What follows belongs to an exercise in optimizing a design on an open flow for small area; a production flow would make more cautious choices.
Only simulation tests tie the RTL to the original design; equivalence was not proved.
The flow treats the clock pin as an ideal source. Dropping or thinning the clock tree relies on that and would not hold on a real chip.
Power and IR drop assume default switching activity.

==> run P <==
==> flow/design.v (excerpt) <==
module fpga_top(SW, KEY, CLOCK_50, LEDR, HEX0, HEX1);
    input [9:0] SW;
    input [3:0] KEY;
    input CLOCK_50;
    output [9:0] LEDR;
    output [6:0] HEX0, HEX1;
    wire [7:0] data_result;
    quad_core u0(
        .clk(CLOCK_50),
        .resetn(KEY[0]),
        .go_n(KEY[1]),
        .data_in(SW[7:0]),
        .data_result(data_result)
    );
    assign LEDR[9:0] = {2'b00, data_result};
    hex_decoder H0(.hex_digit(data_result[3:0]), .segments(HEX0));
    hex_decoder H1(.hex_digit(data_result[7:4]), .segments(HEX1));
endmodule
==> flow/config.mk <==
export PLATFORM = sky130hd
export DESIGN_NAME = fpga_top
export DESIGN_NICKNAME = fpga_top
export VERILOG_FILES = /design/flow/design.v
export SDC_FILE = /design/flow/constraint.sdc
export NUM_CORES = 4
export LEC_CHECK = 0
export ABC_AREA = 1
export CAP_MARGIN = 20
export CORE_MARGIN = 2
export CORE_UTILIZATION = 65
export PLACE_DENSITY = 0.75
export SLEW_MARGIN = 20
==> flow/constraint.sdc <==
create_clock -name core_clock -period 10.0 [get_ports {CLOCK_50}]
set_input_delay 2.0000 -clock core_clock [delete_from_list [all_inputs] [get_ports {CLOCK_50}]]
set_output_delay 2.0000 -clock core_clock [all_outputs]
set_load 0.01 [all_outputs]
standard.sh (not shown) runs the stock make flow with config.mk's settings and CLKGATE_MAP_FILE= SYNTH_SCRIPT=/design/flow/synth_recipe.tcl, a recipe that flattens the netlist after the stock synthesis.
==> flow/flow/run.sh <==
#!/bin/bash
# Layout flow: the standard flow (standard.sh) with these changes:
#  - synthesis: the purely combinational modules of the design (mac8, dsel,
#    ctrl, hex_decoder) are taken from the hand-mapped cell netlists in
#    flow/cells.v instead of being synthesized from their RTL bodies; the
#    registers stay in the RTL and are inferred as in the standard synthesis.
#    Yosys's full-adder extraction is off and ABC uses an area script.
#  - ports are buffered with sky130_fd_sc_hd__buf_1.
#  - clock tree: the clock port drives two clkbuf_8, each driving half of
#    the register clock pins, grouped by position (flow/n_buf.tcl, run in
#    place of TritonCTS).
set -euo pipefail
here=$(pwd)
python3 - "$FLOW_DESIGN" flow/cells.v design_cells.v > swap_modules.log 2>&1 <<'PY'
import re, sys
src = open(sys.argv[1]).read()
cells = open(sys.argv[2]).read()
for m in re.finditer(r'^\s*module\s+(\w+)\b.*?^\s*endmodule\b', cells, re.S | re.M):
    name = m.group(1)
    mm = re.search(r'^\s*module\s+' + name + r'\b.*?^\s*endmodule\b', src, re.S | re.M)
    assert mm, "module %s not found" % name
    src = src[:mm.start()] + "\n" + m.group(0) + "\n" + src[mm.end():]
    print("replaced", name)
open(sys.argv[3], 'w').write(src)
PY
cp flow/abc_area_deep.script abc_area_deep.script
{
  head -n 1 synth_recipe.tcl
  cat <<TCL
proc abc {args} {
  set i [lsearch -exact \$args -script]
  if {\$i >= 0} { set args [lreplace \$args [expr {\$i+1}] [expr {\$i+1}] $here/abc_area_deep.script] }
  set j [lsearch -exact \$args -D]
  if {\$j >= 0} { set args [lreplace \$args \$j [expr {\$j+1}]] }
  yosys abc {*}\$args
}
TCL
  tail -n +2 synth_recipe.tcl
} > my_synth.tcl
export CLKBUF_CELL=sky130_fd_sc_hd__clkbuf_8 CLKBUF_COUNT=2
bash standard.sh VERILOG_FILES="$here/design_cells.v" ADDER_MAP_FILE= SYNTH_SCRIPT="$here/my_synth.tcl" \
  BUFFER_PORTS_ARGS="-inputs -outputs -buffer_cell sky130_fd_sc_hd__buf_1" \
  PRE_CTS_TCL="$here/flow/n_buf.tcl" \
  finish > standard_flow.log 2>&1
==> flow/flow/n_buf.tcl <==
# Clock tree of one level: the clock port drives CLKBUF_COUNT clock buffers
# (cell CLKBUF_CELL); the register clock pins are split into that many groups
# of near-equal size by position (k-means), and each group is driven by one
# buffer placed at the group's centroid. Used in place of TritonCTS.
proc clock_tree_synthesis {args} {
  set master_name $::env(CLKBUF_CELL)
  set nbuf $::env(CLKBUF_COUNT)
  set block [ord::get_db_block]
  set master [[ord::get_db] findMaster $master_name]
  set clk_net [[$block findBTerm CLOCK_50] getNet]
  set pts {}
  foreach it [$clk_net getITerms] {
    set bb [[$it getInst] getBBox]
    lappend pts [list $it [expr {([$bb xMin] + [$bb xMax]) / 2.0}] [expr {([$bb yMin] + [$bb yMax]) / 2.0}]]
  }
  set n [llength $pts]
  # seed centres along x, then balanced k-means (each group gets at most ceil(n/k))
  set sorted [lsort -real -index 1 $pts]
  set cap [expr {int(ceil(double($n) / $nbuf))}]
  set centres {}
  for {set g 0} {$g < $nbuf} {incr g} {
    set p [lindex $sorted [expr {int(($g + 0.5) * $n / $nbuf)}]]
    lappend centres [list [lindex $p 1] [lindex $p 2]]
  }
  for {set iter 0} {$iter < 20} {incr iter} {
    # assign greedily by distance, respecting capacity
    set pairs {}
    set i 0
    foreach p $pts {
      set g 0
      foreach c $centres {
        set d [expr {abs([lindex $p 1] - [lindex $c 0]) + abs([lindex $p 2] - [lindex $c 1])}]
        lappend pairs [list $d $i $g]
        incr g
      }
      incr i
    }
    set pairs [lsort -real -index 0 $pairs]
    set assign [lrepeat $n -1]
    set count [lrepeat $nbuf 0]
    foreach pr $pairs {
      lassign $pr d i g
      if {[lindex $assign $i] >= 0 || [lindex $count $g] >= $cap} continue
      lset assign $i $g
      lset count $g [expr {[lindex $count $g] + 1}]
    }
    set newc {}
    for {set g 0} {$g < $nbuf} {incr g} {
      set sx 0.0; set sy 0.0; set k 0
      for {set i 0} {$i < $n} {incr i} {
        if {[lindex $assign $i] == $g} {
          set p [lindex $pts $i]
          set sx [expr {$sx + [lindex $p 1]}]; set sy [expr {$sy + [lindex $p 2]}]; incr k
        }
      }
      if {$k > 0} { lappend newc [list [expr {$sx / $k}] [expr {$sy / $k}]] } else { lappend newc [lindex $centres $g] }
    }
    set centres $newc
  }
  $clk_net setSigType CLOCK
  for {set g 0} {$g < $nbuf} {incr g} {
    set buf [odb::dbInst_create $block $master clkbuf_$g]
    set net [odb::dbNet_create $block clknet_$g]
    $net setSigType CLOCK
    [$buf findITerm A] connect $clk_net
    [$buf findITerm X] connect $net
    set c [lindex $centres $g]
    $buf setLocation [expr {int([lindex $c 0])}] [expr {int([lindex $c 1])}]
    $buf setPlacementStatus PLACED
    set k 0
    for {set i 0} {$i < $n} {incr i} {
      if {[lindex $assign $i] == $g} {
        set it [lindex [lindex $pts $i] 0]
        $it disconnect
        $it connect $net
        incr k
      }
    }
    puts "clock buffer clkbuf_$g ($master_name) drives $k clock pins"
  }
}
Other scripts of this flow, unchanged in this note and not shown: flow/flow/abc_area_deep.script, flow/flow/cells.v
==> run M (differences from run P) <==
--- a/flow/flow/run.sh
+++ b/flow/flow/run.sh
@@ -6,9 +6,8 @@
 #    registers stay in the RTL and are inferred as in the standard synthesis.
 #    Yosys's full-adder extraction is off and ABC uses an area script.
 #  - ports are buffered with sky130_fd_sc_hd__buf_1.
-#  - clock tree: the clock port drives two clkbuf_8, each driving half of
-#    the register clock pins, grouped by position (flow/n_buf.tcl, run in
-#    place of TritonCTS).
+#  - clock tree: a single clkbuf_16 driven by the clock port drives every
+#    register clock pin (flow/one_buf.tcl, run in place of TritonCTS).
 set -euo pipefail
 here=$(pwd)
 python3 - "$FLOW_DESIGN" flow/cells.v design_cells.v > swap_modules.log 2>&1 <<'PY'
@@ -37,8 +36,8 @@
 TCL
   tail -n +2 synth_recipe.tcl
 } > my_synth.tcl
-export CLKBUF_CELL=sky130_fd_sc_hd__clkbuf_8 CLKBUF_COUNT=2
+export ONE_CLKBUF=sky130_fd_sc_hd__clkbuf_16
 bash standard.sh VERILOG_FILES="$here/design_cells.v" ADDER_MAP_FILE= SYNTH_SCRIPT="$here/my_synth.tcl" \
   BUFFER_PORTS_ARGS="-inputs -outputs -buffer_cell sky130_fd_sc_hd__buf_1" \
-  PRE_CTS_TCL="$here/flow/n_buf.tcl" \
+  PRE_CTS_TCL="$here/flow/one_buf.tcl" \
   finish > standard_flow.log 2>&1
==> flow/flow/one_buf.tcl (new file) <==
# Clock tree of a single buffer: the clock port drives one clock buffer,
# placed at the centroid of the registers, which drives every clock pin.
proc clock_tree_synthesis {args} {
  set buf_master $::env(ONE_CLKBUF)
  set block [ord::get_db_block]
  set db [ord::get_db]
  set master [$db findMaster $buf_master]
  set clk_port [$block findBTerm CLOCK_50]
  set clk_net [$clk_port getNet]
  set sinks {}
  set sx 0; set sy 0
  foreach it [$clk_net getITerms] {
    lappend sinks $it
    set inst [$it getInst]
    set bb [$inst getBBox]
    set sx [expr {$sx + ([$bb xMin] + [$bb xMax]) / 2}]
    set sy [expr {$sy + ([$bb yMin] + [$bb yMax]) / 2}]
  }
  set n [llength $sinks]
  puts "one-buffer clock tree: $n sinks, buffer $buf_master"
  set buf [odb::dbInst_create $block $master clkbuf_root]
  set new_net [odb::dbNet_create $block clknet_root]
  $new_net setSigType CLOCK
  $clk_net setSigType CLOCK
  foreach it $sinks {
    $it disconnect
    $it connect $new_net
  }
  [$buf findITerm A] connect $clk_net
  [$buf findITerm X] connect $new_net
  $buf setLocation [expr {$sx / $n}] [expr {$sy / $n}]
  $buf setPlacementStatus PLACED
}
Settings changed: CORE_UTILIZATION 65 to 40, PLACE_DENSITY 0.75 to unset.
removed: flow/flow/n_buf.tcl
==> run F (differences from run P) <==
Settings changed: CORE_UTILIZATION 65 to 80, PLACE_DENSITY 0.75 to 0.9.
==> summary of the runs <==
Synthesized area is the same in run F and run P.
Against run F, the via count of run P is lower by 12%.
Maximum frequency: run F is smaller than run P (about 1.6%).
Clock power, lowest first: run P, run F, run M.
Cell count, lowest first: run F, run P, run M.
The highest clock skew belongs to run F, the lowest to run M.
Of run F and run M, run F has the higher power (gap about 1.3%, measured against run M).
Against run P, the sequential share of layout area of run M is lower by 0.47 points.
Of run M and run P, run M has the higher wire length (gap about 4.4%, measured against run P).
In critical path depth, run P and run F do not differ.
Register-to-register slack, lowest first: run M, run F, run P.
In every run of this note, the design's own scripts or RTL, not TritonCTS, make the clock network.

afterwards: timing with drivers on the ports:
How much do the figures lean on ideal ports? The routed layouts below were timed once more, with nothing changed but the port constraints. Step 1 sets driving cells, clkbuf_16 on the clock port and buf_2 on the other inputs (assumed; they add their load-dependent delay and slew). Step 2, shift: input delay + t, output delay - t, t = (earliest + latest rising clock arrival at the registers) / 2. This alone moves slack from input paths to output paths. Three values: ideal, step 1, step 2; two values: the first two.
run | t, ns | slack for setup (ns) | worst setup path at the end | worst slew at a driven data input, ns
run P | 0.193 | 1.141 / 1.158 / 0.966 | input to register | 0.04
run M | 0.212 | 1.021 / 1.028 / 0.816 | input to register | 0.03
run F | 0.199 | 0.999 / 0.995 / 0.796 | input to register | 0.04
After both steps every run listed still meets setup and hold. The setup slack of run M, which loses most, moves by +0.007 ns with the drivers and by -0.205 ns with both steps.
